Context: an optimization exercise on an open-source flow, tuned for small area and a short achievable clock period. The choices shown serve that exercise and are no tape-out recipe. RTL that was checked went through simulation tests only; none was proved equivalent to the original. Function not checked in run 2: the RTL went through the layout flow alone.

$ cat flow/flow/run.sh
#!/bin/bash
# Standard layout, with the port buffers made from the smallest plain buffer.
set -euo pipefail
bash standard.sh "BUFFER_PORTS_ARGS=-buffer_cell sky130_fd_sc_hd__buf_1" finish > standard_flow.log 2>&1
$ cat flow/standard.sh
#!/bin/bash
# synth_recipe.tcl (not shown) runs the flow's synth.tcl, then flattens the netlist and writes it again
# the make line also repeats each setting of config.mk as NAME=value (left out here)
make -C /OpenROAD-flow-scripts/flow DESIGN_CONFIG=/design/flow/config.mk WORK_HOME=/design/flow/orfs CLKGATE_MAP_FILE= SYNTH_SCRIPT=/design/flow/synth_recipe.tcl "${@:-finish}"
$ cat flow/config.mk
export PLATFORM = sky130hd
export DESIGN_NAME = montgomery_top
export DESIGN_NICKNAME = montgomery_top
export VERILOG_FILES = /design/flow/design.v
export SDC_FILE = /design/flow/constraint.sdc
export NUM_CORES = 4
export LEC_CHECK = 0
export ABC_CLOCK_PERIOD_IN_PS = 3500
export CAP_MARGIN = 20
export CORE_MARGIN = 2
export CORE_UTILIZATION = 65
export CTS_BUF_LIST = sky130_fd_sc_hd__clkbuf_8
export CTS_CLUSTER_SIZE = 40
export SETUP_SLACK_MARGIN = 4.4
export SLEW_MARGIN = 20
export SYNTH_HIERARCHICAL = 1
$ cat flow/constraint.sdc
create_clock -name core_clock -period 8.0 [get_ports {clk}]
set_input_delay 1.6000 -clock core_clock [delete_from_list [all_inputs] [get_ports {clk}]]
set_output_delay 1.6000 -clock core_clock [all_outputs]
set_load 0.01 [all_outputs]
$ cat flow/design.v
module mm_fa (input a, input b, input c, output s, output co);
assign s  = a ^ b ^ c;
assign co = (a & b) | (c & (a ^ b));
endmodule
module mm_ha (input a, input b, output s, output co);
assign s  = a ^ b;
assign co = a & b;
endmodule
module montgomery_multiply (
    input           clk,
    input   [11:0]  a0,
    input   [11:0]  b0,
    output  [11:0]  r
);
reg [22:0] px1;
reg [20:0] py1;
reg [23:0] p2r;
reg [12:0] qhn3;
reg [12:0] pl3;
reg [12:0] r4;
wire w1;
wire w2;
wire w3;
wire w4;
wire w5;
wire w6;
wire w7;
wire w8;
wire w9;
wire w10;
wire w11;
wire w12;
wire w13;
wire w14;
wire w15;
wire w16;
wire w17;
wire w18;
wire w19;
wire w20;
wire w21;
wire w22;
wire w23;
wire w24;
wire w25;
wire w26;
wire w27;
wire w28;
wire w29;
wire w30;
wire w31;
wire w32;
wire w33;
wire w34;
wire w35;
wire w36;
wire w37;
wire w38;
wire w39;
wire w40;
wire w41;
wire w42;
wire w43;
wire w44;
wire w45;
wire w46;
wire w47;
wire w48;
wire w49;
wire w50;
wire w51;
wire w52;
wire w53;
wire w54;
wire w55;
wire w56;
wire w57;
wire w58;
wire w59;
wire w60;
wire w61;
wire w62;
wire w63;
wire w64;
wire w65;
wire w66;
wire w67;
wire w68;
wire w69;
wire w70;
wire w71;
wire w72;
wire w73;
wire w74;
wire w75;
wire w76;
wire w77;
wire w78;
wire w79;
wire w80;
wire w81;
wire w82;
wire w83;
wire w84;
wire w85;
wire w86;
wire w87;
wire w88;
wire w89;
wire w90;
wire w91;
wire w92;
wire w93;
wire w94;
wire w95;
wire w96;
wire w97;
wire w98;
wire w99;
wire w100;
wire w101;
wire w102;
wire w103;
wire w104;
wire w105;
wire w106;
wire w107;
wire w108;
wire w109;
wire w110;
wire w111;
wire w112;
wire w113;
wire w114;
wire w115;
wire w116;
wire w117;
wire w118;
wire w119;
wire w120;
wire w121;
wire w122;
wire w123;
wire w124;
wire w125;
wire w126;
wire w127;
wire w128;
wire w129;
wire w130;
wire w131;
wire w132;
wire w133;
wire w134;
wire w135;
wire w136;
wire w137;
wire w138;
wire w139;
wire w140;
wire w141;
wire w142;
wire w143;
wire w144;
wire w145;
wire w146;
wire w147;
wire w148;
wire w149;
wire w150;
wire w151;
wire w152;
wire w153;
wire w154;
wire w155;
wire w156;
wire w157;
wire w158;
wire w159;
wire w160;
wire w161;
wire w162;
wire w163;
wire w164;
wire w165;
wire w166;
wire w167;
wire w168;
wire w169;
wire w170;
wire w171;
wire w172;
wire w173;
wire w174;
wire w175;
wire w176;
wire w177;
wire w178;
wire w179;
wire w180;
wire w181;
wire w182;
wire w183;
wire w184;
wire w185;
wire w186;
wire w187;
wire w188;
wire w189;
wire w190;
wire w191;
wire w192;
wire w193;
wire w194;
wire w195;
wire w196;
wire w197;
wire w198;
wire w199;
wire w200;
wire w201;
wire w202;
wire w203;
wire w204;
wire w205;
wire w206;
wire w207;
wire w208;
wire w209;
wire w210;
wire w211;
wire w212;
wire w213;
wire w214;
wire w215;
wire w216;
wire w217;
wire w218;
wire w219;
wire w220;
wire w221;
wire w222;
wire w223;
wire w224;
wire w225;
wire w226;
wire w227;
wire w228;
wire w229;
wire w230;
wire w231;
wire w232;
wire w233;
wire w234;
wire w235;
wire w236;
wire w237;
wire w238;
wire w239;
wire w240;
wire w241;
wire w242;
wire w243;
wire w244;
wire w245;
wire w246;
wire w247;
wire w248;
wire w249;
wire w250;
wire w251;
wire w252;
wire w253;
wire w254;
wire w255;
wire w256;
wire w257;
wire w258;
wire w259;
wire w260;
wire w261;
wire w262;
wire w263;
wire w264;
wire w265;
wire w266;
wire w267;
wire w268;
wire w269;
wire w270;
wire w271;
wire w272;
wire w273;
wire w274;
wire w275;
wire w276;
wire w277;
wire w278;
wire w279;
wire w280;
wire w281;
wire w282;
wire w283;
wire w284;
wire w285;
wire w286;
wire w287;
wire w288;
wire w289;
wire w290;
wire w291;
wire w292;
wire w293;
wire w294;
wire w295;
wire w296;
wire w297;
wire w298;
wire w299;
wire w300;
wire w301;
wire w302;
wire w303;
wire w304;
wire w305;
wire w306;
wire w307;
wire w308;
wire w309;
wire w310;
wire w311;
wire w312;
wire w313;
wire w314;
wire w315;
wire w316;
wire w317;
wire w318;
wire w319;
wire w320;
wire w321;
wire w322;
wire w323;
wire w324;
wire w325;
wire w326;
wire w327;
wire w328;
wire w329;
wire w330;
wire w331;
wire w332;
wire w333;
wire w334;
wire w335;
wire w336;
wire w337;
wire w338;
wire w339;
wire w340;
wire w341;
wire w342;
wire w343;
wire w344;
wire w345;
wire w346;
wire w347;
wire w348;
wire w349;
wire w350;
wire w351;
wire w352;
wire w353;
wire w354;
wire w355;
wire w356;
wire w357;
wire w358;
wire w359;
wire w360;
wire w361;
wire w362;
wire w363;
wire w364;
wire w365;
wire w366;
wire w367;
wire w368;
wire w369;
wire w370;
wire w371;
wire w372;
wire w373;
wire w374;
wire w375;
wire w376;
wire w377;
wire w378;
wire w379;
wire w380;
wire w381;
wire w382;
wire w383;
wire w384;
wire w385;
wire w386;
wire w387;
wire w388;
wire w389;
wire w390;
wire w391;
wire w392;
wire w393;
wire w394;
wire w395;
wire w396;
wire w397;
wire w398;
wire w399;
wire w400;
wire w401;
wire w402;
wire w403;
wire w404;
wire w405;
wire w406;
wire w407;
wire w408;
wire w409;
wire w410;
wire w411;
wire w412;
wire w413;
wire w414;
wire w415;
wire w416;
wire w417;
wire w418;
wire w419;
wire w420;
wire w421;
wire w422;
wire w423;
wire w424;
wire w425;
wire w426;
wire w427;
wire w428;
wire w429;
wire w430;
wire w431;
wire w432;
wire w433;
wire w434;
wire w435;
wire w436;
wire w437;
wire w438;
wire w439;
wire w440;
wire w441;
wire w442;
wire w443;
wire w444;
wire w445;
wire w446;
wire w447;
wire w448;
wire w449;
wire w450;
wire w451;
wire w452;
wire w453;
wire w454;
wire w455;
wire w456;
wire w457;
wire w458;
wire w459;
wire w460;
wire w461;
wire w462;
wire w463;
wire w464;
wire w465;
wire w466;
wire w467;
wire w468;
wire w469;
wire w470;
wire w471;
wire w472;
wire w473;
wire w474;
wire w475;
wire w476;
wire w477;
wire w478;
wire w479;
wire w480;
wire w481;
wire w482;
wire w483;
wire w484;
wire w485;
wire w486;
wire w487;
wire w488;
wire w489;
wire w490;
wire w491;
wire w492;
wire w493;
wire w494;
wire w495;
wire w496;
wire w497;
wire w498;
wire w499;
wire w500;
wire w501;
wire w502;
wire w503;
wire w504;
wire w505;
wire w506;
wire w507;
wire w508;
wire w509;
wire w510;
wire w511;
wire w512;
wire w513;
wire w514;
wire w515;
wire w516;
wire w517;
wire w518;
wire w519;
wire w520;
wire w521;
wire w522;
wire w523;
wire w524;
wire w525;
wire w526;
wire w527;
wire w528;
wire w529;
wire w530;
wire w531;
wire w532;
wire w533;
wire w534;
wire w535;
wire w536;
wire w537;
wire w538;
wire w539;
wire w540;
wire w541;
wire w542;
wire w543;
wire w544;
wire w545;
wire w546;
wire w547;
wire w548;
wire w549;
wire w550;
wire w551;
wire w552;
wire w553;
wire w554;
wire w555;
wire w556;
wire w557;
wire w558;
wire w559;
wire w560;
wire w561;
wire w562;
wire w563;
wire w564;
wire w565;
wire w566;
wire w567;
wire w568;
wire w569;
wire w570;
wire w571;
wire w572;
wire w573;
wire w574;
wire w575;
wire w576;
wire w577;
wire w578;
wire w579;
wire w580;
wire w581;
wire w582;
wire w583;
wire w584;
wire w585;
wire w586;
wire w587;
wire w588;
wire w589;
wire w590;
wire w591;
wire w592;
wire w593;
wire w594;
wire w595;
wire w596;
wire w597;
wire w598;
wire w599;
wire w600;
wire w601;
wire w602;
wire w603;
wire w604;
wire w605;
wire w606;
wire w607;
wire w608;
wire w609;
wire w610;
wire w611;
wire w612;
wire w613;
wire w614;
wire w615;
wire w616;
wire w617;
wire w618;
wire w619;
wire w620;
wire w621;
wire w622;
wire w623;
wire w624;
wire w625;
wire w626;
wire w627;
wire w628;
wire w629;
wire w630;
wire w631;
wire w632;
wire w633;
wire w634;
wire w635;
wire w636;
wire w637;
wire w638;
wire w639;
wire w640;
wire w641;
wire w642;
wire w643;
wire w644;
wire w645;
wire w646;
wire w647;
wire w648;
wire w649;
wire w650;
wire w651;
wire w652;
wire w653;
wire w654;
wire w655;
wire w656;
wire w657;
wire w658;
wire w659;
wire w660;
wire w661;
wire w662;
wire w663;
wire w664;
wire w665;
wire w666;
wire w667;
wire w668;
wire w669;
wire w670;
wire w671;
wire w672;
wire w673;
wire w674;
wire w675;
wire w676;
wire w677;
wire w678;
wire w679;
wire w680;
wire w681;
wire w682;
wire w683;
wire w684;
wire w685;
wire w686;
wire w687;
wire w688;
wire w689;
wire w690;
wire w691;
wire w692;
wire w693;
wire w694;
wire w695;
wire w696;
wire w697;
wire w698;
wire w699;
wire w700;
wire w701;
wire w702;
wire w703;
wire w704;
wire w705;
wire w706;
wire w707;
wire w708;
wire w709;
wire w710;
wire w711;
wire w712;
wire w713;
wire w714;
wire w715;
wire w716;
wire w717;
wire w718;
wire w719;
wire w720;
wire w721;
wire w722;
wire w723;
wire w724;
wire w725;
wire w726;
wire w727;
wire w728;
wire w729;
wire w730;
wire w731;
wire w732;
wire w733;
wire w734;
wire w735;
wire w736;
wire w737;
wire w738;
wire w739;
wire w740;
wire w741;
wire w742;
wire w743;
wire w744;
wire w745;
wire w746;
wire w747;
wire w748;
wire w749;
wire w750;
wire w751;
wire w752;
wire w753;
wire w754;
wire w755;
wire w756;
wire w757;
wire w758;
wire w759;
wire w760;
wire w761;
wire w762;
wire w763;
wire w764;
wire w765;
wire w766;
wire w767;
wire w768;
wire w769;
wire w770;
wire w771;
wire w772;
wire w773;
wire w774;
wire w775;
wire w776;
wire w777;
wire w778;
wire w779;
wire w780;
wire w781;
wire w782;
wire w783;
wire w784;
wire w785;
wire w786;
wire w787;
wire w788;
wire w789;
wire w790;
wire w791;
wire w792;
wire w793;
wire w794;
wire w795;
wire w796;
wire w797;
wire w798;
wire w799;
wire w800;
wire w801;
wire w802;
wire w803;
wire w804;
wire w805;
wire w806;
wire w807;
wire w808;
wire w809;
wire w810;
wire w811;
wire w812;
wire w813;
wire w814;
wire w815;
wire w816;
wire w817;
wire w818;
wire w819;
wire w820;
wire w821;
wire w822;
wire w823;
wire w824;
wire w825;
wire w826;
wire w827;
wire w828;
assign w1 = ~(a0[0] & b0[0]);
assign w2 = ~(a0[0] & b0[1]);
assign w3 = ~(a0[0] & b0[2]);
assign w4 = ~(a0[0] & b0[3]);
assign w5 = ~(a0[0] & b0[4]);
assign w6 = ~(a0[0] & b0[5]);
assign w7 = ~(a0[0] & b0[6]);
assign w8 = ~(a0[0] & b0[7]);
assign w9 = ~(a0[0] & b0[8]);
assign w10 = ~(a0[0] & b0[9]);
assign w11 = ~(a0[0] & b0[10]);
assign w12 = ~(a0[0] & b0[11]);
assign w13 = ~(a0[1] & b0[0]);
assign w14 = ~(a0[1] & b0[1]);
assign w15 = ~(a0[1] & b0[2]);
assign w16 = ~(a0[1] & b0[3]);
assign w17 = ~(a0[1] & b0[4]);
assign w18 = ~(a0[1] & b0[5]);
assign w19 = ~(a0[1] & b0[6]);
assign w20 = ~(a0[1] & b0[7]);
assign w21 = ~(a0[1] & b0[8]);
assign w22 = ~(a0[1] & b0[9]);
assign w23 = ~(a0[1] & b0[10]);
assign w24 = ~(a0[1] & b0[11]);
assign w25 = ~(a0[2] & b0[0]);
assign w26 = ~(a0[2] & b0[1]);
assign w27 = ~(a0[2] & b0[2]);
assign w28 = ~(a0[2] & b0[3]);
assign w29 = ~(a0[2] & b0[4]);
assign w30 = ~(a0[2] & b0[5]);
assign w31 = ~(a0[2] & b0[6]);
assign w32 = ~(a0[2] & b0[7]);
assign w33 = ~(a0[2] & b0[8]);
assign w34 = ~(a0[2] & b0[9]);
assign w35 = ~(a0[2] & b0[10]);
assign w36 = ~(a0[2] & b0[11]);
assign w37 = ~(a0[3] & b0[0]);
assign w38 = ~(a0[3] & b0[1]);
assign w39 = ~(a0[3] & b0[2]);
assign w40 = ~(a0[3] & b0[3]);
assign w41 = ~(a0[3] & b0[4]);
assign w42 = ~(a0[3] & b0[5]);
assign w43 = ~(a0[3] & b0[6]);
assign w44 = ~(a0[3] & b0[7]);
assign w45 = ~(a0[3] & b0[8]);
assign w46 = ~(a0[3] & b0[9]);
assign w47 = ~(a0[3] & b0[10]);
assign w48 = ~(a0[3] & b0[11]);
assign w49 = ~(a0[4] & b0[0]);
assign w50 = ~(a0[4] & b0[1]);
assign w51 = ~(a0[4] & b0[2]);
assign w52 = ~(a0[4] & b0[3]);
assign w53 = ~(a0[4] & b0[4]);
assign w54 = ~(a0[4] & b0[5]);
assign w55 = ~(a0[4] & b0[6]);
assign w56 = ~(a0[4] & b0[7]);
assign w57 = ~(a0[4] & b0[8]);
assign w58 = ~(a0[4] & b0[9]);
assign w59 = ~(a0[4] & b0[10]);
assign w60 = ~(a0[4] & b0[11]);
assign w61 = ~(a0[5] & b0[0]);
assign w62 = ~(a0[5] & b0[1]);
assign w63 = ~(a0[5] & b0[2]);
assign w64 = ~(a0[5] & b0[3]);
assign w65 = ~(a0[5] & b0[4]);
assign w66 = ~(a0[5] & b0[5]);
assign w67 = ~(a0[5] & b0[6]);
assign w68 = ~(a0[5] & b0[7]);
assign w69 = ~(a0[5] & b0[8]);
assign w70 = ~(a0[5] & b0[9]);
assign w71 = ~(a0[5] & b0[10]);
assign w72 = ~(a0[5] & b0[11]);
assign w73 = ~(a0[6] & b0[0]);
assign w74 = ~(a0[6] & b0[1]);
assign w75 = ~(a0[6] & b0[2]);
assign w76 = ~(a0[6] & b0[3]);
assign w77 = ~(a0[6] & b0[4]);
assign w78 = ~(a0[6] & b0[5]);
assign w79 = ~(a0[6] & b0[6]);
assign w80 = ~(a0[6] & b0[7]);
assign w81 = ~(a0[6] & b0[8]);
assign w82 = ~(a0[6] & b0[9]);
assign w83 = ~(a0[6] & b0[10]);
assign w84 = ~(a0[6] & b0[11]);
assign w85 = ~(a0[7] & b0[0]);
assign w86 = ~(a0[7] & b0[1]);
assign w87 = ~(a0[7] & b0[2]);
assign w88 = ~(a0[7] & b0[3]);
assign w89 = ~(a0[7] & b0[4]);
assign w90 = ~(a0[7] & b0[5]);
assign w91 = ~(a0[7] & b0[6]);
assign w92 = ~(a0[7] & b0[7]);
assign w93 = ~(a0[7] & b0[8]);
assign w94 = ~(a0[7] & b0[9]);
assign w95 = ~(a0[7] & b0[10]);
assign w96 = ~(a0[7] & b0[11]);
assign w97 = ~(a0[8] & b0[0]);
assign w98 = ~(a0[8] & b0[1]);
assign w99 = ~(a0[8] & b0[2]);
assign w100 = ~(a0[8] & b0[3]);
assign w101 = ~(a0[8] & b0[4]);
assign w102 = ~(a0[8] & b0[5]);
assign w103 = ~(a0[8] & b0[6]);
assign w104 = ~(a0[8] & b0[7]);
assign w105 = ~(a0[8] & b0[8]);
assign w106 = ~(a0[8] & b0[9]);
assign w107 = ~(a0[8] & b0[10]);
assign w108 = ~(a0[8] & b0[11]);
assign w109 = ~(a0[9] & b0[0]);
assign w110 = ~(a0[9] & b0[1]);
assign w111 = ~(a0[9] & b0[2]);
assign w112 = ~(a0[9] & b0[3]);
assign w113 = ~(a0[9] & b0[4]);
assign w114 = ~(a0[9] & b0[5]);
assign w115 = ~(a0[9] & b0[6]);
assign w116 = ~(a0[9] & b0[7]);
assign w117 = ~(a0[9] & b0[8]);
assign w118 = ~(a0[9] & b0[9]);
assign w119 = ~(a0[9] & b0[10]);
assign w120 = ~(a0[9] & b0[11]);
assign w121 = ~(a0[10] & b0[0]);
assign w122 = ~(a0[10] & b0[1]);
assign w123 = ~(a0[10] & b0[2]);
assign w124 = ~(a0[10] & b0[3]);
assign w125 = ~(a0[10] & b0[4]);
assign w126 = ~(a0[10] & b0[5]);
assign w127 = ~(a0[10] & b0[6]);
assign w128 = ~(a0[10] & b0[7]);
assign w129 = ~(a0[10] & b0[8]);
assign w130 = ~(a0[10] & b0[9]);
assign w131 = ~(a0[10] & b0[10]);
assign w132 = ~(a0[10] & b0[11]);
assign w133 = ~(a0[11] & b0[0]);
assign w134 = ~(a0[11] & b0[1]);
assign w135 = ~(a0[11] & b0[2]);
assign w136 = ~(a0[11] & b0[3]);
assign w137 = ~(a0[11] & b0[4]);
assign w138 = ~(a0[11] & b0[5]);
assign w139 = ~(a0[11] & b0[6]);
assign w140 = ~(a0[11] & b0[7]);
assign w141 = ~(a0[11] & b0[8]);
assign w142 = ~(a0[11] & b0[9]);
assign w143 = ~(a0[11] & b0[10]);
assign w144 = ~(a0[11] & b0[11]);
mm_fa u_w145 (.a(w10), .b(w21), .c(w32), .s(w145), .co(w146));
mm_fa u_w147 (.a(w11), .b(w22), .c(w33), .s(w147), .co(w148));
mm_fa u_w149 (.a(w44), .b(w55), .c(w66), .s(w149), .co(w150));
mm_fa u_w151 (.a(w12), .b(w23), .c(w34), .s(w151), .co(w152));
mm_fa u_w153 (.a(w45), .b(w56), .c(w67), .s(w153), .co(w154));
mm_fa u_w155 (.a(w78), .b(w89), .c(w100), .s(w155), .co(w156));
mm_fa u_w157 (.a(w24), .b(w35), .c(w46), .s(w157), .co(w158));
mm_fa u_w159 (.a(w57), .b(w68), .c(w79), .s(w159), .co(w160));
mm_fa u_w161 (.a(w90), .b(w101), .c(w112), .s(w161), .co(w162));
mm_fa u_w163 (.a(w36), .b(w47), .c(w58), .s(w163), .co(w164));
mm_fa u_w165 (.a(w69), .b(w80), .c(w91), .s(w165), .co(w166));
mm_fa u_w167 (.a(w48), .b(w59), .c(w70), .s(w167), .co(w168));
mm_fa u_w169 (.a(w7), .b(w18), .c(w29), .s(w169), .co(w170));
mm_fa u_w171 (.a(w8), .b(w19), .c(w30), .s(w171), .co(w172));
mm_fa u_w173 (.a(w41), .b(w52), .c(w63), .s(w173), .co(w174));
mm_fa u_w175 (.a(w9), .b(w20), .c(w31), .s(w175), .co(w176));
mm_fa u_w177 (.a(w42), .b(w53), .c(w64), .s(w177), .co(w178));
mm_fa u_w179 (.a(w75), .b(w86), .c(w97), .s(w179), .co(w180));
mm_fa u_w181 (.a(w43), .b(w54), .c(w65), .s(w181), .co(w182));
mm_fa u_w183 (.a(w76), .b(w87), .c(w98), .s(w183), .co(w184));
mm_fa u_w185 (.a(w109), .b(w145), .c(1'b1), .s(w185), .co(w186));
mm_fa u_w187 (.a(w77), .b(w88), .c(w99), .s(w187), .co(w188));
mm_fa u_w189 (.a(w110), .b(w121), .c(w146), .s(w189), .co(w190));
mm_fa u_w191 (.a(w147), .b(w149), .c(1'b1), .s(w191), .co(w192));
mm_fa u_w193 (.a(w111), .b(w122), .c(w133), .s(w193), .co(w194));
mm_fa u_w195 (.a(w148), .b(w150), .c(w151), .s(w195), .co(w196));
mm_fa u_w197 (.a(w153), .b(w155), .c(1'b1), .s(w197), .co(w198));
mm_fa u_w199 (.a(w123), .b(w134), .c(w152), .s(w199), .co(w200));
mm_fa u_w201 (.a(w154), .b(w156), .c(w157), .s(w201), .co(w202));
mm_fa u_w203 (.a(w159), .b(w161), .c(1'b1), .s(w203), .co(w204));
mm_fa u_w205 (.a(w102), .b(w113), .c(w124), .s(w205), .co(w206));
mm_fa u_w207 (.a(w135), .b(w158), .c(w160), .s(w207), .co(w208));
mm_fa u_w209 (.a(w162), .b(w163), .c(w165), .s(w209), .co(w210));
mm_fa u_w211 (.a(w81), .b(w92), .c(w103), .s(w211), .co(w212));
mm_fa u_w213 (.a(w114), .b(w125), .c(w136), .s(w213), .co(w214));
mm_fa u_w215 (.a(w164), .b(w166), .c(w167), .s(w215), .co(w216));
mm_fa u_w217 (.a(w60), .b(w71), .c(w82), .s(w217), .co(w218));
mm_fa u_w219 (.a(w93), .b(w104), .c(w115), .s(w219), .co(w220));
mm_fa u_w221 (.a(w126), .b(w137), .c(w168), .s(w221), .co(w222));
mm_fa u_w223 (.a(w72), .b(w83), .c(w94), .s(w223), .co(w224));
mm_fa u_w225 (.a(w105), .b(w116), .c(w127), .s(w225), .co(w226));
mm_fa u_w227 (.a(w84), .b(w95), .c(w106), .s(w227), .co(w228));
mm_fa u_w229 (.a(w5), .b(w16), .c(w27), .s(w229), .co(w230));
mm_fa u_w231 (.a(w6), .b(w17), .c(w28), .s(w231), .co(w232));
mm_fa u_w233 (.a(w39), .b(w50), .c(w61), .s(w233), .co(w234));
mm_fa u_w235 (.a(w40), .b(w51), .c(w62), .s(w235), .co(w236));
mm_fa u_w237 (.a(w73), .b(w169), .c(1'b1), .s(w237), .co(w238));
mm_fa u_w239 (.a(w74), .b(w85), .c(w170), .s(w239), .co(w240));
mm_fa u_w241 (.a(w171), .b(w173), .c(1'b1), .s(w241), .co(w242));
mm_fa u_w243 (.a(w172), .b(w174), .c(w175), .s(w243), .co(w244));
mm_fa u_w245 (.a(w177), .b(w179), .c(1'b1), .s(w245), .co(w246));
mm_fa u_w247 (.a(w176), .b(w178), .c(w180), .s(w247), .co(w248));
mm_fa u_w249 (.a(w181), .b(w183), .c(w185), .s(w249), .co(w250));
mm_fa u_w251 (.a(w182), .b(w184), .c(w186), .s(w251), .co(w252));
mm_fa u_w253 (.a(w187), .b(w189), .c(w191), .s(w253), .co(w254));
mm_fa u_w255 (.a(w188), .b(w190), .c(w192), .s(w255), .co(w256));
mm_fa u_w257 (.a(w193), .b(w195), .c(w197), .s(w257), .co(w258));
mm_fa u_w259 (.a(w194), .b(w196), .c(w198), .s(w259), .co(w260));
mm_fa u_w261 (.a(w199), .b(w201), .c(w203), .s(w261), .co(w262));
mm_fa u_w263 (.a(w200), .b(w202), .c(w204), .s(w263), .co(w264));
mm_fa u_w265 (.a(w205), .b(w207), .c(w209), .s(w265), .co(w266));
mm_fa u_w267 (.a(w206), .b(w208), .c(w210), .s(w267), .co(w268));
mm_fa u_w269 (.a(w211), .b(w213), .c(w215), .s(w269), .co(w270));
mm_fa u_w271 (.a(w212), .b(w214), .c(w216), .s(w271), .co(w272));
mm_fa u_w273 (.a(w217), .b(w219), .c(w221), .s(w273), .co(w274));
mm_fa u_w275 (.a(w138), .b(w218), .c(w220), .s(w275), .co(w276));
mm_fa u_w277 (.a(w222), .b(w223), .c(w225), .s(w277), .co(w278));
mm_fa u_w279 (.a(w117), .b(w128), .c(w139), .s(w279), .co(w280));
mm_fa u_w281 (.a(w224), .b(w226), .c(w227), .s(w281), .co(w282));
mm_fa u_w283 (.a(w96), .b(w107), .c(w118), .s(w283), .co(w284));
mm_fa u_w285 (.a(w129), .b(w140), .c(w228), .s(w285), .co(w286));
mm_fa u_w287 (.a(w108), .b(w119), .c(w130), .s(w287), .co(w288));
mm_fa u_w289 (.a(w4), .b(w15), .c(w26), .s(w289), .co(w290));
mm_fa u_w291 (.a(w38), .b(w49), .c(w229), .s(w291), .co(w292));
mm_fa u_w293 (.a(w230), .b(w231), .c(w233), .s(w293), .co(w294));
mm_fa u_w295 (.a(w232), .b(w234), .c(w235), .s(w295), .co(w296));
mm_fa u_w297 (.a(w236), .b(w238), .c(w239), .s(w297), .co(w298));
mm_fa u_w299 (.a(w240), .b(w242), .c(w243), .s(w299), .co(w300));
mm_fa u_w301 (.a(w244), .b(w246), .c(w247), .s(w301), .co(w302));
mm_fa u_w303 (.a(w248), .b(w250), .c(w251), .s(w303), .co(w304));
mm_fa u_w305 (.a(w252), .b(w254), .c(w255), .s(w305), .co(w306));
mm_fa u_w307 (.a(w256), .b(w258), .c(w259), .s(w307), .co(w308));
mm_fa u_w309 (.a(w260), .b(w262), .c(w263), .s(w309), .co(w310));
mm_fa u_w311 (.a(w264), .b(w266), .c(w267), .s(w311), .co(w312));
mm_fa u_w313 (.a(w268), .b(w270), .c(w271), .s(w313), .co(w314));
mm_fa u_w315 (.a(w272), .b(w274), .c(w275), .s(w315), .co(w316));
mm_fa u_w317 (.a(w276), .b(w278), .c(w279), .s(w317), .co(w318));
mm_fa u_w319 (.a(w280), .b(w282), .c(w283), .s(w319), .co(w320));
mm_fa u_w321 (.a(w141), .b(w284), .c(w286), .s(w321), .co(w322));
mm_fa u_w323 (.a(w120), .b(w131), .c(w142), .s(w323), .co(w324));
mm_fa u_w325 (.a(w3), .b(w14), .c(w25), .s(w325), .co(w326));
mm_fa u_w327 (.a(w37), .b(w289), .c(1'b1), .s(w327), .co(w328));
mm_fa u_w329 (.a(w290), .b(w291), .c(1'b1), .s(w329), .co(w330));
mm_fa u_w331 (.a(w292), .b(w293), .c(1'b1), .s(w331), .co(w332));
mm_fa u_w333 (.a(w237), .b(w294), .c(w295), .s(w333), .co(w334));
mm_fa u_w335 (.a(w241), .b(w296), .c(w297), .s(w335), .co(w336));
mm_fa u_w337 (.a(w245), .b(w298), .c(w299), .s(w337), .co(w338));
mm_fa u_w339 (.a(w249), .b(w300), .c(w301), .s(w339), .co(w340));
mm_fa u_w341 (.a(w253), .b(w302), .c(w303), .s(w341), .co(w342));
mm_fa u_w343 (.a(w257), .b(w304), .c(w305), .s(w343), .co(w344));
mm_fa u_w345 (.a(w261), .b(w306), .c(w307), .s(w345), .co(w346));
mm_fa u_w347 (.a(w265), .b(w308), .c(w309), .s(w347), .co(w348));
mm_fa u_w349 (.a(w269), .b(w310), .c(w311), .s(w349), .co(w350));
mm_fa u_w351 (.a(w273), .b(w312), .c(w313), .s(w351), .co(w352));
mm_fa u_w353 (.a(w277), .b(w314), .c(w315), .s(w353), .co(w354));
mm_fa u_w355 (.a(w281), .b(w316), .c(w317), .s(w355), .co(w356));
mm_fa u_w357 (.a(w285), .b(w318), .c(w319), .s(w357), .co(w358));
mm_fa u_w359 (.a(w287), .b(w320), .c(w321), .s(w359), .co(w360));
mm_fa u_w361 (.a(w288), .b(w322), .c(w323), .s(w361), .co(w362));
mm_fa u_w363 (.a(w132), .b(w143), .c(w324), .s(w363), .co(w364));
assign w365 = px1[0] & 1'b1;
assign w366 = px1[0] ^ 1'b1;
assign w367 = px1[1] & py1[0];
assign w368 = px1[1] ^ py1[0];
assign w369 = px1[2] & 1'b1;
assign w370 = px1[2] ^ 1'b1;
assign w371 = px1[3] & py1[1];
assign w372 = px1[3] ^ py1[1];
assign w373 = px1[4] & py1[2];
assign w374 = px1[4] ^ py1[2];
assign w375 = px1[5] & py1[3];
assign w376 = px1[5] ^ py1[3];
assign w377 = px1[6] & py1[4];
assign w378 = px1[6] ^ py1[4];
assign w379 = px1[7] & py1[5];
assign w380 = px1[7] ^ py1[5];
assign w381 = px1[8] & py1[6];
assign w382 = px1[8] ^ py1[6];
assign w383 = px1[9] & py1[7];
assign w384 = px1[9] ^ py1[7];
assign w385 = px1[10] & py1[8];
assign w386 = px1[10] ^ py1[8];
assign w387 = px1[11] & py1[9];
assign w388 = px1[11] ^ py1[9];
assign w389 = px1[12] & py1[10];
assign w390 = px1[12] ^ py1[10];
assign w391 = px1[13] & py1[11];
assign w392 = px1[13] ^ py1[11];
assign w393 = px1[14] & py1[12];
assign w394 = px1[14] ^ py1[12];
assign w395 = px1[15] & py1[13];
assign w396 = px1[15] ^ py1[13];
assign w397 = px1[16] & py1[14];
assign w398 = px1[16] ^ py1[14];
assign w399 = px1[17] & py1[15];
assign w400 = px1[17] ^ py1[15];
assign w401 = px1[18] & py1[16];
assign w402 = px1[18] ^ py1[16];
assign w403 = px1[19] & py1[17];
assign w404 = px1[19] ^ py1[17];
assign w405 = px1[20] & py1[18];
assign w406 = px1[20] ^ py1[18];
assign w407 = px1[21] & py1[19];
assign w408 = px1[21] ^ py1[19];
assign w409 = px1[22] & py1[20];
assign w410 = px1[22] ^ py1[20];
assign w411 = 1'b1 & 1'b1;
assign w412 = 1'b1 ^ 1'b1;
assign w413 = w365 | (w366 & 1'b1);
assign w414 = w367 | (w368 & w413);
assign w415 = w368 & w366;
assign w416 = w371 | (w372 & w369);
assign w417 = w372 & w370;
assign w418 = w375 | (w376 & w373);
assign w419 = w376 & w374;
assign w420 = w379 | (w380 & w377);
assign w421 = w380 & w378;
assign w422 = w383 | (w384 & w381);
assign w423 = w384 & w382;
assign w424 = w387 | (w388 & w385);
assign w425 = w388 & w386;
assign w426 = w391 | (w392 & w389);
assign w427 = w392 & w390;
assign w428 = w395 | (w396 & w393);
assign w429 = w396 & w394;
assign w430 = w399 | (w400 & w397);
assign w431 = w400 & w398;
assign w432 = w403 | (w404 & w401);
assign w433 = w404 & w402;
assign w434 = w407 | (w408 & w405);
assign w435 = w408 & w406;
assign w436 = w411 | (w412 & w409);
assign w437 = w412 & w410;
assign w438 = w369 | (w370 & w414);
assign w439 = w370 & w415;
assign w440 = w416 | (w417 & w414);
assign w441 = w417 & w415;
assign w442 = w377 | (w378 & w418);
assign w443 = w378 & w419;
assign w444 = w420 | (w421 & w418);
assign w445 = w421 & w419;
assign w446 = w385 | (w386 & w422);
assign w447 = w386 & w423;
assign w448 = w424 | (w425 & w422);
assign w449 = w425 & w423;
assign w450 = w393 | (w394 & w426);
assign w451 = w394 & w427;
assign w452 = w428 | (w429 & w426);
assign w453 = w429 & w427;
assign w454 = w401 | (w402 & w430);
assign w455 = w402 & w431;
assign w456 = w432 | (w433 & w430);
assign w457 = w433 & w431;
assign w458 = w409 | (w410 & w434);
assign w459 = w410 & w435;
assign w460 = w436 | (w437 & w434);
assign w461 = w437 & w435;
assign w462 = w373 | (w374 & w440);
assign w463 = w374 & w441;
assign w464 = w418 | (w419 & w440);
assign w465 = w419 & w441;
assign w466 = w442 | (w443 & w440);
assign w467 = w443 & w441;
assign w468 = w444 | (w445 & w440);
assign w469 = w445 & w441;
assign w470 = w389 | (w390 & w448);
assign w471 = w390 & w449;
assign w472 = w426 | (w427 & w448);
assign w473 = w427 & w449;
assign w474 = w450 | (w451 & w448);
assign w475 = w451 & w449;
assign w476 = w452 | (w453 & w448);
assign w477 = w453 & w449;
assign w478 = w405 | (w406 & w456);
assign w479 = w406 & w457;
assign w480 = w434 | (w435 & w456);
assign w481 = w435 & w457;
assign w482 = w458 | (w459 & w456);
assign w483 = w459 & w457;
assign w484 = w460 | (w461 & w456);
assign w485 = w461 & w457;
assign w486 = w381 | (w382 & w468);
assign w487 = w382 & w469;
assign w488 = w422 | (w423 & w468);
assign w489 = w423 & w469;
assign w490 = w446 | (w447 & w468);
assign w491 = w447 & w469;
assign w492 = w448 | (w449 & w468);
assign w493 = w449 & w469;
assign w494 = w470 | (w471 & w468);
assign w495 = w471 & w469;
assign w496 = w472 | (w473 & w468);
assign w497 = w473 & w469;
assign w498 = w474 | (w475 & w468);
assign w499 = w475 & w469;
assign w500 = w476 | (w477 & w468);
assign w501 = w477 & w469;
assign w502 = w397 | (w398 & w500);
assign w503 = w398 & w501;
assign w504 = w430 | (w431 & w500);
assign w505 = w431 & w501;
assign w506 = w454 | (w455 & w500);
assign w507 = w455 & w501;
assign w508 = w456 | (w457 & w500);
assign w509 = w457 & w501;
assign w510 = w478 | (w479 & w500);
assign w511 = w479 & w501;
assign w512 = w480 | (w481 & w500);
assign w513 = w481 & w501;
assign w514 = w482 | (w483 & w500);
assign w515 = w483 & w501;
assign w516 = w484 | (w485 & w500);
assign w517 = w485 & w501;
assign w518 = w366 ^ 1'b1;
assign w519 = w368 ^ w413;
assign w520 = w370 ^ w414;
assign w521 = w372 ^ w438;
assign w522 = w374 ^ w440;
assign w523 = w376 ^ w462;
assign w524 = w378 ^ w464;
assign w525 = w380 ^ w466;
assign w526 = w382 ^ w468;
assign w527 = w384 ^ w486;
assign w528 = w386 ^ w488;
assign w529 = w388 ^ w490;
assign w530 = w390 ^ w492;
assign w531 = w392 ^ w494;
assign w532 = w394 ^ w496;
assign w533 = w396 ^ w498;
assign w534 = w398 ^ w500;
assign w535 = w400 ^ w502;
assign w536 = w402 ^ w504;
assign w537 = w404 ^ w506;
assign w538 = w406 ^ w508;
assign w539 = w408 ^ w510;
assign w540 = w410 ^ w512;
assign w541 = w412 ^ w514;
mm_ha u_w542 (.a(p2r[12]), .b(p2r[14]), .s(w542), .co(w543));
mm_ha u_w544 (.a(p2r[13]), .b(p2r[15]), .s(w544), .co(w545));
mm_ha u_w546 (.a(p2r[14]), .b(p2r[16]), .s(w546), .co(w547));
mm_ha u_w548 (.a(p2r[15]), .b(p2r[17]), .s(w548), .co(w549));
mm_ha u_w550 (.a(p2r[10]), .b(p2r[12]), .s(w550), .co(w551));
mm_fa u_w552 (.a(p2r[13]), .b(~p2r[17]), .c(~p2r[19]), .s(w552), .co(w553));
mm_fa u_w554 (.a(~p2r[18]), .b(~p2r[20]), .c(p2r[11]), .s(w554), .co(w555));
mm_fa u_w556 (.a(~p2r[19]), .b(~p2r[21]), .c(w543), .s(w556), .co(w557));
mm_fa u_w558 (.a(~p2r[20]), .b(~p2r[22]), .c(w545), .s(w558), .co(w559));
mm_fa u_w560 (.a(~p2r[21]), .b(~p2r[23]), .c(w547), .s(w560), .co(w561));
mm_fa u_w562 (.a(p2r[18]), .b(~p2r[22]), .c(~p2r[16]), .s(w562), .co(w563));
mm_fa u_w564 (.a(p2r[19]), .b(~p2r[23]), .c(p2r[16]), .s(w564), .co(w565));
mm_ha u_w566 (.a(p2r[18]), .b(p2r[20]), .s(w566), .co(w567));
mm_ha u_w568 (.a(p2r[11]), .b(~p2r[15]), .s(w568), .co(w569));
mm_fa u_w570 (.a(~p2r[16]), .b(~p2r[18]), .c(w550), .s(w570), .co(w571));
mm_fa u_w572 (.a(~p2r[11]), .b(w551), .c(w552), .s(w572), .co(w573));
mm_fa u_w574 (.a(w542), .b(w553), .c(w554), .s(w574), .co(w575));
mm_fa u_w576 (.a(w544), .b(w555), .c(w556), .s(w576), .co(w577));
mm_fa u_w578 (.a(w546), .b(w557), .c(w558), .s(w578), .co(w579));
mm_fa u_w580 (.a(w548), .b(w559), .c(w560), .s(w580), .co(w581));
mm_fa u_w582 (.a(w549), .b(w561), .c(w562), .s(w582), .co(w583));
mm_fa u_w584 (.a(~p2r[17]), .b(w563), .c(w564), .s(w584), .co(w585));
mm_fa u_w586 (.a(p2r[17]), .b(w565), .c(w566), .s(w586), .co(w587));
mm_fa u_w588 (.a(p2r[21]), .b(~p2r[19]), .c(w567), .s(w588), .co(w589));
mm_fa u_w590 (.a(p2r[22]), .b(p2r[19]), .c(~p2r[20]), .s(w590), .co(w591));
mm_fa u_w592 (.a(p2r[23]), .b(p2r[20]), .c(~p2r[21]), .s(w592), .co(w593));
mm_ha u_w594 (.a(p2r[21]), .b(~p2r[22]), .s(w594), .co(w595));
mm_ha u_w596 (.a(p2r[22]), .b(~p2r[23]), .s(w596), .co(w597));
assign w598 = ~p2r[17] & w568;
assign w599 = ~p2r[17] ^ w568;
assign w600 = w569 & w570;
assign w601 = w569 ^ w570;
assign w602 = w571 & w572;
assign w603 = w571 ^ w572;
assign w604 = w573 & w574;
assign w605 = w573 ^ w574;
assign w606 = w575 & w576;
assign w607 = w575 ^ w576;
assign w608 = w577 & w578;
assign w609 = w577 ^ w578;
assign w610 = w579 & w580;
assign w611 = w579 ^ w580;
assign w612 = w581 & w582;
assign w613 = w581 ^ w582;
assign w614 = w583 & w584;
assign w615 = w583 ^ w584;
assign w616 = w585 & w586;
assign w617 = w585 ^ w586;
assign w618 = w587 & w588;
assign w619 = w587 ^ w588;
assign w620 = w589 & w590;
assign w621 = w589 ^ w590;
assign w622 = w591 & w592;
assign w623 = w591 ^ w592;
assign w624 = w593 & w594;
assign w625 = w593 ^ w594;
assign w626 = w595 & w596;
assign w627 = w595 ^ w596;
assign w628 = ~p2r[23] & w597;
assign w629 = ~p2r[23] ^ w597;
assign w630 = w600 | (w601 & w598);
assign w631 = w601 & w599;
assign w632 = w604 | (w605 & w602);
assign w633 = w605 & w603;
assign w634 = w608 | (w609 & w606);
assign w635 = w609 & w607;
assign w636 = w612 | (w613 & w610);
assign w637 = w613 & w611;
assign w638 = w616 | (w617 & w614);
assign w639 = w617 & w615;
assign w640 = w620 | (w621 & w618);
assign w641 = w621 & w619;
assign w642 = w624 | (w625 & w622);
assign w643 = w625 & w623;
assign w644 = w628 | (w629 & w626);
assign w645 = w629 & w627;
assign w646 = w602 | (w603 & w630);
assign w647 = w603 & w631;
assign w648 = w632 | (w633 & w630);
assign w649 = w633 & w631;
assign w650 = w610 | (w611 & w634);
assign w651 = w611 & w635;
assign w652 = w636 | (w637 & w634);
assign w653 = w637 & w635;
assign w654 = w618 | (w619 & w638);
assign w655 = w619 & w639;
assign w656 = w640 | (w641 & w638);
assign w657 = w641 & w639;
assign w658 = w626 | (w627 & w642);
assign w659 = w627 & w643;
assign w660 = w644 | (w645 & w642);
assign w661 = w645 & w643;
assign w662 = w606 | (w607 & w648);
assign w663 = w607 & w649;
assign w664 = w634 | (w635 & w648);
assign w665 = w635 & w649;
assign w666 = w650 | (w651 & w648);
assign w667 = w651 & w649;
assign w668 = w652 | (w653 & w648);
assign w669 = w653 & w649;
assign w670 = w622 | (w623 & w656);
assign w671 = w623 & w657;
assign w672 = w642 | (w643 & w656);
assign w673 = w643 & w657;
assign w674 = w658 | (w659 & w656);
assign w675 = w659 & w657;
assign w676 = w660 | (w661 & w656);
assign w677 = w661 & w657;
assign w678 = w614 | (w615 & w668);
assign w679 = w615 & w669;
assign w680 = w638 | (w639 & w668);
assign w681 = w639 & w669;
assign w682 = w654 | (w655 & w668);
assign w683 = w655 & w669;
assign w684 = w656 | (w657 & w668);
assign w685 = w657 & w669;
assign w686 = w670 | (w671 & w668);
assign w687 = w671 & w669;
assign w688 = w672 | (w673 & w668);
assign w689 = w673 & w669;
assign w690 = w674 | (w675 & w668);
assign w691 = w675 & w669;
assign w692 = w676 | (w677 & w668);
assign w693 = w677 & w669;
assign w694 = w601 ^ w598;
assign w695 = w603 ^ w630;
assign w696 = w605 ^ w646;
assign w697 = w607 ^ w648;
assign w698 = w609 ^ w662;
assign w699 = w611 ^ w664;
assign w700 = w613 ^ w666;
assign w701 = w615 ^ w668;
assign w702 = w617 ^ w678;
assign w703 = w619 ^ w680;
assign w704 = w621 ^ w682;
assign w705 = w623 ^ w684;
assign w706 = w625 ^ w686;
assign w707 = w627 ^ w688;
assign w708 = w629 ^ w690;
mm_fa u_w709 (.a(qhn3[11]), .b(qhn3[3]), .c(qhn3[1]), .s(w709), .co(w710));
mm_fa u_w711 (.a(pl3[12]), .b(qhn3[12]), .c(qhn3[4]), .s(w711), .co(w712));
mm_ha u_w713 (.a(qhn3[2]), .b(qhn3[1]), .s(w713), .co(w714));
mm_ha u_w715 (.a(pl3[9]), .b(qhn3[9]), .s(w715), .co(w716));
mm_fa u_w717 (.a(qhn3[10]), .b(qhn3[2]), .c(qhn3[0]), .s(w717), .co(w718));
mm_fa u_w719 (.a(qhn3[0]), .b(pl3[10]), .c(~pl3[11]), .s(w719), .co(w720));
mm_fa u_w721 (.a(pl3[11]), .b(w710), .c(w711), .s(w721), .co(w722));
mm_ha u_w723 (.a(pl3[1]), .b(qhn3[1]), .s(w723), .co(w724));
mm_ha u_w725 (.a(pl3[2]), .b(qhn3[2]), .s(w725), .co(w726));
mm_ha u_w727 (.a(pl3[3]), .b(qhn3[3]), .s(w727), .co(w728));
mm_ha u_w729 (.a(pl3[4]), .b(qhn3[4]), .s(w729), .co(w730));
mm_ha u_w731 (.a(pl3[5]), .b(qhn3[5]), .s(w731), .co(w732));
mm_ha u_w733 (.a(pl3[6]), .b(qhn3[6]), .s(w733), .co(w734));
mm_ha u_w735 (.a(pl3[7]), .b(qhn3[7]), .s(w735), .co(w736));
mm_fa u_w737 (.a(qhn3[8]), .b(qhn3[0]), .c(~pl3[8]), .s(w737), .co(w738));
mm_fa u_w739 (.a(qhn3[1]), .b(pl3[8]), .c(w715), .s(w739), .co(w740));
mm_fa u_w741 (.a(~pl3[10]), .b(w716), .c(w717), .s(w741), .co(w742));
mm_fa u_w743 (.a(w709), .b(w718), .c(w719), .s(w743), .co(w744));
mm_fa u_w745 (.a(w713), .b(w720), .c(w721), .s(w745), .co(w746));
assign w747 = qhn3[0] & ~pl3[0];
assign w748 = qhn3[0] ^ ~pl3[0];
assign w749 = pl3[0] & w723;
assign w750 = pl3[0] ^ w723;
assign w751 = w724 & w725;
assign w752 = w724 ^ w725;
assign w753 = w726 & w727;
assign w754 = w726 ^ w727;
assign w755 = w728 & w729;
assign w756 = w728 ^ w729;
assign w757 = w730 & w731;
assign w758 = w730 ^ w731;
assign w759 = w732 & w733;
assign w760 = w732 ^ w733;
assign w761 = w734 & w735;
assign w762 = w734 ^ w735;
assign w763 = w736 & w737;
assign w764 = w736 ^ w737;
assign w765 = w738 & w739;
assign w766 = w738 ^ w739;
assign w767 = w740 & w741;
assign w768 = w740 ^ w741;
assign w769 = w742 & w743;
assign w770 = w742 ^ w743;
assign w771 = w744 & w745;
assign w772 = w744 ^ w745;
assign w773 = w749 | (w750 & w747);
assign w774 = w750 & w748;
assign w775 = w753 | (w754 & w751);
assign w776 = w754 & w752;
assign w777 = w757 | (w758 & w755);
assign w778 = w758 & w756;
assign w779 = w761 | (w762 & w759);
assign w780 = w762 & w760;
assign w781 = w765 | (w766 & w763);
assign w782 = w766 & w764;
assign w783 = w769 | (w770 & w767);
assign w784 = w770 & w768;
assign w785 = w751 | (w752 & w773);
assign w786 = w752 & w774;
assign w787 = w775 | (w776 & w773);
assign w788 = w776 & w774;
assign w789 = w759 | (w760 & w777);
assign w790 = w760 & w778;
assign w791 = w779 | (w780 & w777);
assign w792 = w780 & w778;
assign w793 = w767 | (w768 & w781);
assign w794 = w768 & w782;
assign w795 = w783 | (w784 & w781);
assign w796 = w784 & w782;
assign w797 = w755 | (w756 & w787);
assign w798 = w756 & w788;
assign w799 = w777 | (w778 & w787);
assign w800 = w778 & w788;
assign w801 = w789 | (w790 & w787);
assign w802 = w790 & w788;
assign w803 = w791 | (w792 & w787);
assign w804 = w792 & w788;
assign w805 = w771 | (w772 & w795);
assign w806 = w772 & w796;
assign w807 = w763 | (w764 & w803);
assign w808 = w764 & w804;
assign w809 = w781 | (w782 & w803);
assign w810 = w782 & w804;
assign w811 = w793 | (w794 & w803);
assign w812 = w794 & w804;
assign w813 = w795 | (w796 & w803);
assign w814 = w796 & w804;
assign w815 = w805 | (w806 & w803);
assign w816 = w806 & w804;
assign w817 = w750 ^ w747;
assign w818 = w752 ^ w773;
assign w819 = w754 ^ w785;
assign w820 = w756 ^ w787;
assign w821 = w758 ^ w797;
assign w822 = w760 ^ w799;
assign w823 = w762 ^ w801;
assign w824 = w764 ^ w803;
assign w825 = w766 ^ w807;
assign w826 = w768 ^ w809;
assign w827 = w770 ^ w811;
assign w828 = w772 ^ w813;
always @(posedge clk) begin
    px1[0] <= w1;
    px1[1] <= w2;
    px1[2] <= w325;
    px1[3] <= w326;
    px1[4] <= w328;
    px1[5] <= w330;
    px1[6] <= w332;
    px1[7] <= w334;
    px1[8] <= w336;
    px1[9] <= w338;
    px1[10] <= w340;
    px1[11] <= w342;
    px1[12] <= w344;
    px1[13] <= w346;
    px1[14] <= w348;
    px1[15] <= w350;
    px1[16] <= w352;
    px1[17] <= w354;
    px1[18] <= w356;
    px1[19] <= w358;
    px1[20] <= w360;
    px1[21] <= w362;
    px1[22] <= w144;
    py1[0] <= w13;
    py1[1] <= w327;
    py1[2] <= w329;
    py1[3] <= w331;
    py1[4] <= w333;
    py1[5] <= w335;
    py1[6] <= w337;
    py1[7] <= w339;
    py1[8] <= w341;
    py1[9] <= w343;
    py1[10] <= w345;
    py1[11] <= w347;
    py1[12] <= w349;
    py1[13] <= w351;
    py1[14] <= w353;
    py1[15] <= w355;
    py1[16] <= w357;
    py1[17] <= w359;
    py1[18] <= w361;
    py1[19] <= w363;
    py1[20] <= w364;
    p2r[0] <= ~w518;
    p2r[1] <= ~w519;
    p2r[2] <= ~w520;
    p2r[3] <= ~w521;
    p2r[4] <= ~w522;
    p2r[5] <= ~w523;
    p2r[6] <= ~w524;
    p2r[7] <= ~w525;
    p2r[8] <= ~w526;
    p2r[9] <= ~w527;
    p2r[10] <= ~w528;
    p2r[11] <= ~w529;
    p2r[12] <= ~w530;
    p2r[13] <= ~w531;
    p2r[14] <= ~w532;
    p2r[15] <= ~w533;
    p2r[16] <= ~w534;
    p2r[17] <= ~w535;
    p2r[18] <= ~w536;
    p2r[19] <= ~w537;
    p2r[20] <= ~w538;
    p2r[21] <= ~w539;
    p2r[22] <= ~w540;
    p2r[23] <= ~w541;
    qhn3[0] <= ~w696;
    qhn3[1] <= ~w697;
    qhn3[2] <= ~w698;
    qhn3[3] <= ~w699;
    qhn3[4] <= ~w700;
    qhn3[5] <= ~w701;
    qhn3[6] <= ~w702;
    qhn3[7] <= ~w703;
    qhn3[8] <= ~w704;
    qhn3[9] <= ~w705;
    qhn3[10] <= ~w706;
    qhn3[11] <= ~w707;
    qhn3[12] <= ~w708;
    pl3[0] <= p2r[0];
    pl3[1] <= p2r[1];
    pl3[2] <= p2r[2];
    pl3[3] <= p2r[3];
    pl3[4] <= p2r[4];
    pl3[5] <= p2r[5];
    pl3[6] <= p2r[6];
    pl3[7] <= p2r[7];
    pl3[8] <= p2r[8];
    pl3[9] <= p2r[9];
    pl3[10] <= p2r[10];
    pl3[11] <= p2r[11];
    pl3[12] <= p2r[12];
    r4[0] <= w748;
    r4[1] <= w817;
    r4[2] <= w818;
    r4[3] <= w819;
    r4[4] <= w820;
    r4[5] <= w821;
    r4[6] <= w822;
    r4[7] <= w823;
    r4[8] <= w824;
    r4[9] <= w825;
    r4[10] <= w826;
    r4[11] <= w827;
    r4[12] <= w828;
end
assign r = r4[12] ? r4[11:0] + 12'd3329 : r4[11:0];
endmodule
module montgomery_top (
    input           clk     ,
    input           rst_n   ,
    input           en      ,
    input   [11:0]  a       ,
    input   [11:0]  b       ,
    output          busy    ,
    output          done    ,
    output  [11:0]  r
);
reg [4:0] vld;
always @(posedge clk) begin
    if (!rst_n) vld <= 5'd0;
    else        vld <= {vld[3:0], en};
end
assign done = vld[4];
assign busy = en | done;
reg [11:0] a0, b0;
always @(posedge clk) begin
    a0 <= a;
    b0 <= b;
end
montgomery_multiply u_mm (.clk(clk), .a0(a0), .b0(b0), .r(r));
endmodule
==> key figures, run 1 <==
Setup path
  – CP Class: input pin to output port
  – Critical-path top delay cell: or2_1
  – Critical Path Sink Type: output port
  – Max FO, Critical Path: 2
  – Startpoint Class: input pin
  – Critical Path AT: 2.00 ns
  – Data required, critical path: 6.40 ns
  – Delay-heaviest family, CP: buffers and inverters
  – Most common cell on crit path: buf_1
  – CP Cell Sequence: buf_1, or2_1, buf_1
  – Crit-path max cell delay: 0.20 ns
  – CP bufs+invs: 2

GRT
  – Largest net degree at the start of global routing: 17
  – GRT Util Overall: 25.0%
  – Global-route wire length before repair: 27100 um
  – GR Overflow Total: 0
  – Initial antenna violation count: 0
  – Number of global-route vias before repair: 5881

Floorplan
  – Core Box Area: 12700 um2
  – Top Ports: 41
  – Die W: 119 um
  – Die Height: 119 um
  – Starting Density: 67.0%
  – FP Rows: 41
  – Die area: 14100 um2

Final layout
  – Area Growth Syn to Fin: 9.49%
  – Area occupied by multi-input gates: 5630 um2
  – Final core utilization: 73.4%
  – Non-Filler Cell Area, Final: 9340 um2
  – Ant. Diodes: 0
  – Nets: 1020
  – Flip-flop and latch area: 2730 um2
  – Fill cells: 915
  – Share of cells above drive strength 1: 7.20%
  – Final cell count without fillers: 964

Synthesis
  – Syn_area_per_cell: 11.6 um2
  – Synth Warn #: 8
  – Post-synth top flop: dfxtp_1
  – Async S/R FF share, synth: 0%
  – Sequential-to-total area share from yosys stat: 31.9%
  – Cells after Synth: 735
  – FF+latch count, synth: 136
  – Post-Syn Area: 8530 um2
  – Number of synthesized flops with an enable pin: 0
  – Synth unique cells: 49

Clock tree
  – CTS Buffer Depth: 2
  – Total clock buffers created by CTS: 17
  – H-tree depth: 4
  – Clock Pin Slew Worst Setup and Hold Paths: 0.07 ns
  – Skew-Pair Late Insertion Delay: 0.45 ns
  – CTS root buffer: clkbuf_8
  – Hold-fix buffers, CTS: 0
  – Clk sink count: 136
  – CTS tree: yes

Placed design
  – Post-Place Cells: 931
  – DP HPWL: 12500 um
  – Area after DPL: 8830 um2
  – Port Buffers: 40
  – Setup WS pre-CTS: 4.40 ns
  – Placer Congestion: 0.914

STA
  – Worst Skew: 0.0124 ns
  – Hold_ws: 0.329 ns
  – Max_slew headroom: 61.8%
  – Final slew viol count: 0
  – Setup_tns: 0 ns
  – Peak Freq: 0.278 GHz
  – Setup ws final: 4.40 ns
  – Worst-margin pin slew: 0.573 ns
  – Crit share post-route: 45.0%
  – Unrepaired setup endpoints after global routing: yes
  – # setup viols final: 0
  – Tmin final: 3.60 ns
  – Final hold vios: 0

Drt
  – Final WL: 15800 um
  – DR iter-0 viols: 192
  – Residual DRC count: 0
  – Vias/cell: 5.40
  – Via Count: 5209
  – Wire length per cell: 16.3 um
  – Drt first pass iters: 4
  – Routed Antenna Nets: 0

Min path
  – Hold/Removal Path Class: flop to flop

Flow run
  – Max-cap violations: 0

Outcome
  – Run status: timing/DRC/antenna clean
-- path summary, 6_finish.rpt --
path              slack [ns]  depth (start not counted)          from             to
hold / removal          0.33                          0   u_mm.p2r[4]    u_mm.pl3[4]
hold reg to reg         0.33                          0   u_mm.p2r[4]    u_mm.pl3[4]
setup reg to reg        4.52                         12  u_mm.p2r[19]  u_mm.qhn3[12]
setup / recovery        4.40                          3            en           busy
-- layer usage --
metal | GRT usage, % | routed length, um | share of wire (%) | vias up
met5 | 0 | 0 | 0 | -
met4 | 11.4 | 412 | 2.6 | 0
met3 | 6.47 | 959 | 6.1 | 39
met2 | 43.9 | 8130 | 52 | 179
met1 | 28.7 | 6250 | 40 | 2579
li1 | - | - | - | 2412
-- worst register-to-register path, stage by stage, from the launching register on --
cell,delay (ns)
dfxtp_2,0.34
inv_1,0.16
fa_1,0.46
fa_1,0.55
ha_4,0.22
a21oi_2,0.15
a21boi_1,0.09
o31a_1,0.27
o22a_2,0.22
a41o_1,0.28
o41ai_4,0.41
buf_4,0.18
a211oi_2,0.05
-- cells in the mapped netlist (4+ instances only) --
| master | number | area share, % |
|---|---|---|
| inv_1 | 38 | 1.7 |
| clkbuf_1 | 25 | 1.1 |
| fa_1 | 148 | 35 |
| a21o_1 | 8 | 0.70 |
| nand2_1 | 160 | 7.0 |
| nand4_1 | 5 | 0.37 |
| o21a_1 | 4 | 0.35 |
| ha_1 | 66 | 9.7 |
| xor2_1 | 20 | 2.1 |
| nor2_1 | 13 | 0.57 |
| o21ai_0 | 8 | 0.47 |
| xnor2_1 | 26 | 2.7 |
| and2_1 | 6 | 0.44 |
| dfxtp_1 | 136 | 32 |
| nand2b_1 | 4 | 0.29 |
| a21oi_1 | 16 | 0.94 |
| nor2b_1 | 8 | 0.59 |
-- cells by family after synthesis --
group,Yosys count,share of synthesized area [%]
and+or+nand+nor,212,10.5
xor gates and xnor gates,46,4.72
muxes,1,0.132
buffers and inverters,63,2.77
other,1,0.0440
AOI/OAI and AO/OA,62,5.49
DFF,136,31.9
adders and majority gates,214,44.4
-- registers in the layout, summed over array words and instances, names as in the netlist --
signal and cells:
b0 12, vld 5, a0 12, u_mm.px1 23, u_mm.pl3 13, u_mm.qhn3 13, u_mm.py1 21, u_mm.r4 13
u_mm.p2r 24
-- repair_timing --
item,4_1_cts,5_1_grt
pin swaps,0,3
hold endpoints to repair,0,0
setup endpoints to repair,1,8
setup buffers,0,1
resized for setup,0,10
-- per-module statistics from Yosys (local to each module, per instance) --
module               copies in the design  flops+latches  area (um2)
montgomery_top                          1             29         618
mm_fa                                 139              0        20.0
montgomery_multiply                     1            107        4900
mm_ha                                  18              0        12.5
-- cell type report --
type                            instances  area share [%]
Clock inverter                         13            2.17
Inverter                               38            1.53
Tap cell                              172            2.31
Clock buffer                           19            2.80
Multi-Input combinational cell        545            60.3
Timing Repair Buffer                   41            1.70
Sequential cell                       136            29.2
-- layout by cell type (no fill, tap or decap), types with 2 or more instances in the layout --
cell,instances
a211oi_2,3
a21o_1,8
a21o_2,3
a21oi_1,15
a21oi_2,2
a31o_2,3
and2_1,6
and3_1,2
buf_1,39
bufinv_16,5
clkbuf_8,19
clkinv_4,2
clkinvlp_4,3
conb_1,10
dfxtp_1,132
dfxtp_2,3
fa_1,148
ha_1,65
inv_1,40
nand2_1,160
nand2b_1,4
nand3_1,3
nand4_1,5
nor2_1,12
nor2b_1,8
nor3_1,3
o21a_1,4
o21ai_0,8
or3_1,2
xnor2_1,26
xor2_1,20
==> run 2: changes to the inputs <==
--- a/flow/design.v
+++ b/flow/design.v
@@ -1626,7 +1626,7 @@
     r4[11] <= w827;
     r4[12] <= w828;
 end
-assign r = r4[12] ? r4[11:0] + 12'd3329 : r4[11:0];
+assign r = r4[11:0] + ({12{r4[12]}} & 12'd3329);
 endmodule
 module montgomery_top (
     input           clk     ,
==> flow/flow/run.sh (replaced) <==
#!/bin/bash
# Standard layout, with the port buffers made from the smallest plain buffer and
# no dummy loads in the clock tree.
set -euo pipefail
bash standard.sh "BUFFER_PORTS_ARGS=-buffer_cell sky130_fd_sc_hd__buf_1" \
  "CTS_ARGS=-sink_clustering_enable -repair_clock_nets -dont_use_dummy_load -sink_clustering_size 40 -buf_list sky130_fd_sc_hd__clkbuf_8" \
  finish > standard_flow.log 2>&1
==> run 2 against run 1 <==
  * Clock skew rose by 0.015 ns
  * Global-route usage decreased by 0.17 points
  * Synthesized area fell by 0.54%
  * Non-clock buffer count rose by 1
  * Synthesized cell count decreased by 0.54%
  * Critical endpoint unchanged
  * Final cell count fell by 1.8%
  * Maximum frequency about the same
==> key figures, run 2 <==
STA
  – Setup ws final: 4.40 ns
  – Max_slew headroom: 61.5%
  – Unrepaired setup endpoints after global routing: yes
  – Worst-margin pin slew: 0.576 ns
  – Final slew viol count: 0
  – Peak Freq: 0.278 GHz
  – Crit share post-route: 45.0%
  – Final hold vios: 0
  – Setup_tns: 0 ns
  – Worst Skew: 0.0276 ns
  – Hold_ws: 0.315 ns
  – Tmin final: 3.60 ns
  – # setup viols final: 0

Drt
  – Via Count: 5205
  – Final WL: 15800 um
  – Drt first pass iters: 5
  – Residual DRC count: 0
  – DR iter-0 viols: 244
  – Routed Antenna Nets: 0
  – Vias/cell: 5.50
  – Wire length per cell: 16.7 um

GRT
  – Largest net degree at the start of global routing: 17
  – GRT Util Overall: 24.9%
  – Initial antenna violation count: 0
  – Global-route wire length before repair: 26800 um
  – Number of global-route vias before repair: 5758
  – GR Overflow Total: 0

Synthesis
  – Yosys top cell area share: 34.9%
  – Syn_area_per_cell: 11.6 um2
  – Async S/R FF share, synth: 0%
  – FF+latch count, synth: 136
  – Most numerous cell in the Yosys netlist: nand2_1
  – Number of synthesized flops with an enable pin: 0
  – Synth Warn #: 8
  – Yosys top cell by area: fa_1
  – Sequential-to-total area share from yosys stat: 32.1%
  – Synth area leaders: fa_1, dfxtp_1, ha_1, nand2_1, xnor2_1
  – Post-Syn Area: 8480 um2
  – Post-synth top flop: dfxtp_1
  – Synth unique cells: 45
  – List of most frequent post-synthesis cells: nand2_1, fa_1, dfxtp_1, ha_1, inv_1
  – Cells after Synth: 731

Setup path
  – Critical Path Start: en
  – Startpoint Class: input pin
  – Critical Path AT: 2.00 ns
  – Critical Path Sink Type: output port
  – Max FO, Critical Path: 2
  – R2r startpoint: u_mm.p2r[19]
  – CP endpoint: busy
  – CP Class: input pin to output port
  – Reg2reg end: u_mm.qhn3[12]
  – Reg2Reg Depth: 11
  – Data required, critical path: 6.40 ns

Final layout
  – Most common cell after layout, fill and taps aside: nand2_1
  – Nets: 1021
  – Ant. Diodes: 0
  – Area Growth Syn to Fin: 8.14%
  – Most frequent cells in the layout: nand2_1, fa_1, dfxtp_1
  – Final core utilization: 72.4%
  – Largest Register: u_mm.p2r
  – Number of flip-flops in the largest register: 24
  – Biggest regs: u_mm.p2r x24, u_mm.px1 x23, u_mm.py1 x21
  – Share of cells above drive strength 1: 6.97%

Flow run
  – Max-cap violations: 0

Outcome
  – Run status: timing/DRC/antenna clean

Floorplan
  – Starting Density: 66.9%
  – Die area: 14000 um2
  – Die W: 118 um
  – FP Rows: 41
  – Die Height: 118 um
  – Core Box Area: 12700 um2
  – Top Ports: 41

Clock tree
  – Clk sink count: 136
  – H-tree depth: 4
  – CTS tree: yes
  – Skew-Pair Late Insertion Delay: 0.44 ns
  – CTS Buffer Depth: 2
  – Hold-fix buffers, CTS: 0
  – Clock Pin Slew Worst Setup and Hold Paths: 0.07 ns
  – Total clock buffers created by CTS: 17
  – CTS root buffer: clkbuf_8

Placed design
  – Placer Congestion: 0.879
  – Port Buffers: 40
  – DP HPWL: 12400 um
  – Setup WS pre-CTS: 4.40 ns

Min path
  – Hold/Removal Path Class: flop to flop
[run 2: cell types whose count changed in the layout (fill, tap and decap cells not counted), sizes merged, moves of 5 or more]
cell,before,now
a21o,11,6
bufinv,5,0
nand3,3,8
nand4,5,0
nor2b,8,3
xnor2,26,31
xor2,20,15
[run 2: metrics by stage]
step,cell area [um2],instances
3_5_place_dp,8790,928
6_report,9170,947
2_1_floorplan,8510,740
5_1_grt,9170,947
3_3_place_gp,8790,928
4_1_cts,9080,945
[run 2: kinds of logic (layout without fill, tap and decap cells)]
group,after synthesis,after routing,synth area share (%)
AO/OA/AOI/OAI,55,55,4.69
XOR/XNOR,46,46,4.75
adder cells (fa/ha/maj),217,217,45.1
buffers and inverters,62,97,2.74
flip-flops,136,136,32.1
other,1,10,0.0442
AND/OR/NAND/NOR,214,214,10.5
[run 2: layer usage]
layer	track usage (%)	part of all wire (%)
met1	28.9	39
met3	5.69	5.4
met5	0	0
met2	44.0	53
met4	10.7	2.4
[run 2: area by class of cell]
cell class | count | area, um2
clock buffers | 17 | 234
multi-input cells | 542 | 5680
well taps | 172 | 215
repair buffers | 42 | 169
fillers | 953 | 3500
flip-flops and latches | 136 | 2730
inverters | 38 | 143
[run 2: worst max-delay path, stage by stage]
cell      delay [ns]
buf_1           0.08
or2_1           0.19
clkbuf_2        0.13
[run 2: timing repair]
| action | 4_1_cts | 5_1_grt |
|---|---|---|
| cloned | 0 | 0 |
| pin swaps | 1 | 6 |
| resized for setup | 12 | 21 |
| setup endpoints to repair | 5 | 6 |
| buffers inserted | 0 | 2 |
[run 2: worst min path at each step]
stage	from	endpoint	depth (start not counted)
4_1_cts	u_mm.p2r[3]	u_mm.pl3[3]	0
6_report	u_mm.p2r[2]	u_mm.pl3[2]	0
3_5_place_dp	u_mm.p2r[5]	u_mm.pl3[5]	0
3_3_place_gp	u_mm.p2r[0]	u_mm.pl3[0]	0
2_1_floorplan	u_mm.p2r[0]	u_mm.pl3[0]	0
5_1_grt	u_mm.p2r[3]	u_mm.pl3[3]	0
[run 2: per-module statistics from Yosys, one instance, submodules excluded]
module / area (um2) / cells / times used / flops+latches
montgomery_top: 618 / 35 / 1 / 29
montgomery_multiply: 4850 / 539 / 1 / 107
mm_ha: 12.5 / 1 / 18 / 0
mm_fa: 20.0 / 1 / 139 / 0

-- re-timing with driven ports --
In the flow no input, the clock included, has a driving cell. The finished layouts below were timed again as built, in two steps.
Step 1, drivers: a clkbuf_16 drives clk and a buf_2 each remaining input, both assumed.
Step 2, shift: input delay + t, output delay - t, t = (earliest + latest rising clock arrival at the registers) / 2. This alone moves slack from input paths to output paths.
a / b / c = no drivers / after step 1 / after step 2; a / b = the first two.
| run | shift t [ns] | setup WS [ns] | worst hold slack (ns) | worst data-port slew with drivers (ns) |
|---|---|---|---|---|
| run 1 | 0.476 | 4.401 / 4.381 / 4.381 | 0.329 / 0.329 / 0.329 | 0.03 |
| run 2 | 0.464 | 4.403 / 4.382 / 4.382 | 0.315 / 0.315 / 0.315 | 0.04 |
After both steps setup and hold are still met in every run listed. For run 2, which loses most, drivers alone change the setup slack by -0.021 ns; drivers and shift together by -0.021 ns.
